Context: an optimization exercise on an open-source flow, tuned for small area. The choices shown serve that exercise and are no tape-out recipe. Function was checked by simulation only, so behaviour that the tests miss may differ from the original. The flow treats the clock pin as an ideal source. Dropping or thinning the clock tree relies on that and would not hold on a real chip. Power figures rest on the tool's default switching activity, not on a simulated workload.

## JK
==> flow/design.v <==
module led_segment(
    input clk,
    input rst,
    output digit_select,
    output reg [6:0] seg_led
    );
    reg [5:0] c;
    reg q0n, x, q7n;
    reg [6:2] qm;
    reg ds;
    wire cw = c[0] & ~c[1] & ~c[2] & ~c[3] & c[4];
    wire cfb = ~(c[0] ^ c[5]) ^ cw;
    always @(posedge clk or posedge rst) begin
        if (rst) c <= 6'd35;
        else c <= {c[4:0], cfb};
    end
    wire q0 = ~q0n;
    wire [7:2] qh = {~q7n, qm};
    wire [8:2] k;
    wire k1 = cw & q0;
    assign k[2] = k1 & ~x;           
    genvar i;
    generate for (i = 2; i < 8; i = i + 1) begin : qc
        assign k[i+1] = k[i] & qh[i];
    end endgenerate
    wire step = k[8];
    wire tog = cw & q0n;             
    wire [7:2] qhn = (qh ^ k[7:2]) | {5'b0, step};
    always @(posedge clk or posedge rst) begin
        if (rst) begin
            q0n <= 1'b0;
            x   <= 1'b0;
            qm  <= 5'd0;
            q7n <= 1'b0;
            ds  <= 1'b0;
        end else begin
            q0n <= q0n ^ cw;
            x   <= (x ^ tog) | step;
            qm  <= qhn[6:2];
            q7n <= ~qhn[7];
            ds  <= ds ^ tog;
        end
    end
    assign digit_select = ds;
    reg [2:0] uv, tv;
    reg t0;
    wire uvn0 = ((~uv[0] & ~uv[1]) | (uv[0] & uv[1]));
    wire uvn1 = ((~uv[2]));
    wire uvn2 = ((uv[0] & ~uv[2]));
    wire tvn0 = ((~tv[0] & ~tv[1]) | (tv[0] & tv[1]));
    wire tvn1 = ((~tv[2]));
    wire tvn2 = ((tv[0] & ~tv[2]));
    wire u9 = ((~uv[0] & uv[1]));
    wire e0 = step & ds;
    wire cu = e0 & u9;
    wire e1 = cu & t0;
    always @(posedge clk or posedge rst) begin
        if (rst) begin
            uv <= 3'd0;
            tv <= 3'd0;
            t0 <= 1'b0;
        end else begin
            if (e0) uv <= {uvn2, uvn1, uvn0};
            if (e1) tv <= {tvn2, tvn1, tvn0};
            t0 <= t0 ^ cu;
        end
    end
    wire [3:0] d = ds ? {tv, t0} : {uv, x};
    always @(*) seg_led = {((~d[0] & d[1]) | (d[2])), ((~d[0] & ~d[2]) | (d[3])), ~((d[0]) | (d[1] & d[3])), ~((~d[0] & d[1] & d[3]) | (d[0] & ~d[2])), ~((~d[0] & d[2] & ~d[3])), ((~d[0] & d[2]) | (d[0] & ~d[3]) | (~d[1])), ~((~d[0] & d[1] & d[3]) | (d[0] & ~d[1] & ~d[2]))};
endmodule
module seg_led_top(
    input  clk,
    input  rst,
    output digit_select,
    output [6:0] seg_led
    );
led_segment seg(
   .clk          (clk),
   .rst          (rst),
   .digit_select (digit_select),
   .seg_led      (seg_led)
);
endmodule
export LEC_CHECK = 0
export CAP_MARGIN = 20
export CORE_AREA = 4 4 64 64
export DIE_AREA = 0 0 68 68
export SLEW_MARGIN = 20
create_clock -name core_clock -period 40.0 [get_ports {clk}]
standard.sh (not shown) runs the stock make flow with config.mk's settings and CLKGATE_MAP_FILE= SYNTH_SCRIPT=/design/flow/synth_recipe.tcl, a recipe that flattens the netlist after the stock synthesis.
==> flow/flow/run.sh <==
#!/bin/bash
# Own layout flow: the standard ORFS flow (standard.sh), with these changes:
#  - synthesis runs the standard flow's own synthesis script (synth_recipe.tcl), but maps the
#    combinational logic with area-oriented ABC scripts (flow/abc/*.abc) in
#    place of ORFS's speed script; each script is tried (4 at a time, each in a
#    work folder of its own) and the smallest netlist is kept. Registers are
#    mapped before ABC runs, exactly as in the standard synthesis;
#  - the port buffers are the smallest buffer cell (buf_1);
#  - clock tree synthesis takes its arguments from flow/cts_args.txt, if present;
set -euo pipefail
W=$(pwd)
F=$W/flow
cat > $W/my_synth.tcl <<EOT
set ::my_abc_script \$::env(MY_ABC_SCRIPT)
proc my_fix_abc {n1 n2 op} {
  set i [lsearch -exact \$::abc_args -script]
  if { \$i >= 0 } { set ::abc_args [lreplace \$::abc_args [expr {\$i+1}] [expr {\$i+1}] \$::my_abc_script] }
}
trace add variable ::abc_args write my_fix_abc
source $W/synth_recipe.tcl
EOT
try_synth() {
  local s=$1 n=$(basename $1 .abc)
  MY_ABC_SCRIPT=$s bash standard.sh WORK_HOME=$W/try_$n SYNTH_SCRIPT=$W/my_synth.tcl ADDER_MAP_FILE= synth \
    > $W/synth_$n.log 2>&1 || true
}
running=0
for s in $F/abc/*.abc; do
  try_synth $s &
  running=$((running+1))
  if (( running >= 4 )); then wait -n || true; running=$((running-1)); fi
done
wait || true
best=""; bestarea=""
for s in $F/abc/*.abc; do
  n=$(basename $s .abc)
  st=$W/try_$n/reports/sky130hd/seg_led_top/base/synth_stat.txt
  [[ -f $W/try_$n/results/sky130hd/seg_led_top/base/1_synth.odb && -f $st ]] || continue
  a=$(awk '/Chip area for module/ {print $NF}' $st)
  echo "$n $a" >> $W/synth_areas.txt
  if [[ -z "$best" ]] || awk -v a=$a -v b=$bestarea 'BEGIN{exit !(a<b)}'; then best=$n; bestarea=$a; fi
done
echo "best $best $bestarea" >> $W/synth_areas.txt
rm -rf $W/orfs
mv $W/try_$best $W/orfs
for d in $W/try_*; do [[ -d $d ]] && rm -rf $d; done
EXTRA=()
if [[ -f $F/cts_args.txt ]]; then EXTRA+=("CTS_ARGS=$(cat $F/cts_args.txt)"); fi
if [[ -f $F/drop_root.tcl ]]; then EXTRA+=("POST_CTS_TCL=$F/drop_root.tcl"); fi
MY_ABC_SCRIPT=$F/abc/$best.abc bash standard.sh SYNTH_SCRIPT=$W/my_synth.tcl ADDER_MAP_FILE= \
  "BUFFER_PORTS_ARGS=-buffer_cell sky130_fd_sc_hd__buf_1" "${EXTRA[@]}" finish > $W/layout.log 2>&1
Other scripts of this flow, unchanged in this note and not shown: flow/flow/abc/dch_amap.abc, flow/flow/abc/dch_amap2.abc, flow/flow/abc/deepsyn_amap_1.abc, flow/flow/abc/deepsyn_amap_10.abc, flow/flow/abc/deepsyn_amap_11.abc, flow/flow/abc/deepsyn_amap_12.abc, flow/flow/abc/deepsyn_amap_2.abc, flow/flow/abc/deepsyn_amap_3.abc, flow/flow/abc/deepsyn_amap_4.abc, flow/flow/abc/deepsyn_amap_5.abc, flow/flow/abc/deepsyn_amap_6.abc, flow/flow/abc/deepsyn_amap_7.abc, flow/flow/abc/deepsyn_amap_8.abc, flow/flow/abc/deepsyn_amap_9.abc, flow/flow/abc/deepsyn_nf_1.abc, flow/flow/abc/deepsyn_nf_2.abc, flow/flow/cts_args.txt, flow/flow/drop_root.tcl
--- input diff JK..MS ---
==> flow/design.v, changed modules only <==
module led_segment(
    input clk,
    input rst,
    output digit_select,
    output reg [6:0] seg_led
    );
    reg [5:0] c;
    reg q0n, x, q7n;
    reg [6:2] qm;
    reg ds;
    wire cw = c[0] & ~c[1] & ~c[2] & ~c[3] & c[4];
    wire cfb = ~(c[4] ^ c[5]) ^ cw;
    always @(posedge clk or posedge rst) begin
        if (rst) c <= 6'd34;
        else c <= {c[4:0], cfb};
    end
    wire q0 = ~q0n;
    wire [7:2] qh = {~q7n, qm ^ 5'b00101};
    wire [8:2] k;
    wire k1 = cw & q0;
    assign k[2] = k1 & ~x;           
    genvar i;
    generate for (i = 2; i < 8; i = i + 1) begin : qc
        assign k[i+1] = k[i] & qh[i];
    end endgenerate
    wire step = k[8];
    wire tog = cw & q0n;             
    wire [7:2] qhn = (qh ^ k[7:2]) | {5'b0, step};
    always @(posedge clk or posedge rst) begin
        if (rst) begin
            q0n <= 1'b0;
            x   <= 1'b0;
            qm  <= 5'b00101;
            q7n <= 1'b0;
            ds  <= 1'b0;
        end else begin
            q0n <= q0n ^ cw;
            x   <= (x ^ tog) | step;
            qm  <= qhn[6:2] ^ 5'b00101;
            q7n <= ~qhn[7];
            ds  <= ds ^ tog;
        end
    end
    assign digit_select = ds;
    reg [2:0] uv, tv;
    reg t0;
    wire uvn0 = ((~uv[0] & ~uv[1]) | (uv[0] & uv[1]));
    wire uvn1 = ((~uv[2]));
    wire uvn2 = ((uv[0] & ~uv[2]));
    wire tvn0 = ((~tv[0] & ~tv[1]) | (tv[0] & tv[1]));
    wire tvn1 = ((~tv[2]));
    wire tvn2 = ((tv[0] & ~tv[2]));
    wire u9 = ((~uv[0] & uv[1]));
    wire e0 = step & ds;
    wire cu = e0 & u9;
    wire e1 = cu & t0;
    always @(posedge clk or posedge rst) begin
        if (rst) begin
            uv <= 3'd0;
            tv <= 3'd0;
            t0 <= 1'b0;
        end else begin
            if (e0) uv <= {uvn2, uvn1, uvn0};
            if (e1) tv <= {tvn2, tvn1, tvn0};
            t0 <= t0 ^ cu;
        end
    end
    wire [3:0] d = ds ? {tv, t0} : {uv, x};
    always @(*) seg_led = {((~d[0] & d[1]) | (d[2])), ((~d[0] & ~d[2]) | (d[3])), ~((d[0]) | (d[1] & d[3])), ~((~d[0] & d[1] & d[3]) | (d[0] & ~d[2])), ~((~d[0] & d[2] & ~d[3])), ((~d[0] & d[2]) | (d[0] & ~d[3]) | (~d[1])), ~((~d[0] & d[1] & d[3]) | (d[0] & ~d[1] & ~d[2]))};
endmodule
[summary]
From JK to MS the numbers moved as follows: global-route wire length before repair ~0 delta; total power draw was more or less identical; worst hold slack now larger.
MS vs. JK: post-route minimum period picked up an extra 46 ps, area occupied by multi-input gates now smaller, effective utilization at floorplan now sits lower.
Diff JK..MS | critical path depth | unchanged
Internal portion of total power essentially unchanged between MS and JK.
JK → MS: share of layout cells above drive strength 1 grew by 1.2 points; part of the power in combinational logic essentially unchanged.
NOTE number of cells produced by synthesis JK->MS decreased by a few percent
The run showing the greater number of vias after detailed routing is JK.
The higher routing usage on met2 of MS and JK is in MS.
JK -> MS: wire length per cell after detailed routing increased by a few percent

-- separate check: timing with driven ports --
In the flow no input, the clock included, has a driving cell. The finished layouts below were timed again as built, in two steps. Step 1 sets driving cells, clkbuf_16 on the clock port and buf_2 on the other inputs (assumed; they add their load-dependent delay and slew). Step 2 moves the port delays by t, midway between the first and last clock arrival at a register: inputs arrive t later, outputs are due t later. That takes back most of the time a late clock gives input paths. a / b / c = ideal ports / drivers / drivers and shift; a / b = the first two.
run	t (ns)	setup WS [ns]	worst setup path after step 2	clock arrival spread, ns
JK	0.191	30.199 / 30.174 / 30.365	register to output	0.018 / 0.018
MS	0.191	30.153 / 30.127 / 30.318	register to output	0.014 / 0.014
After both steps setup and hold are still met in every run listed.
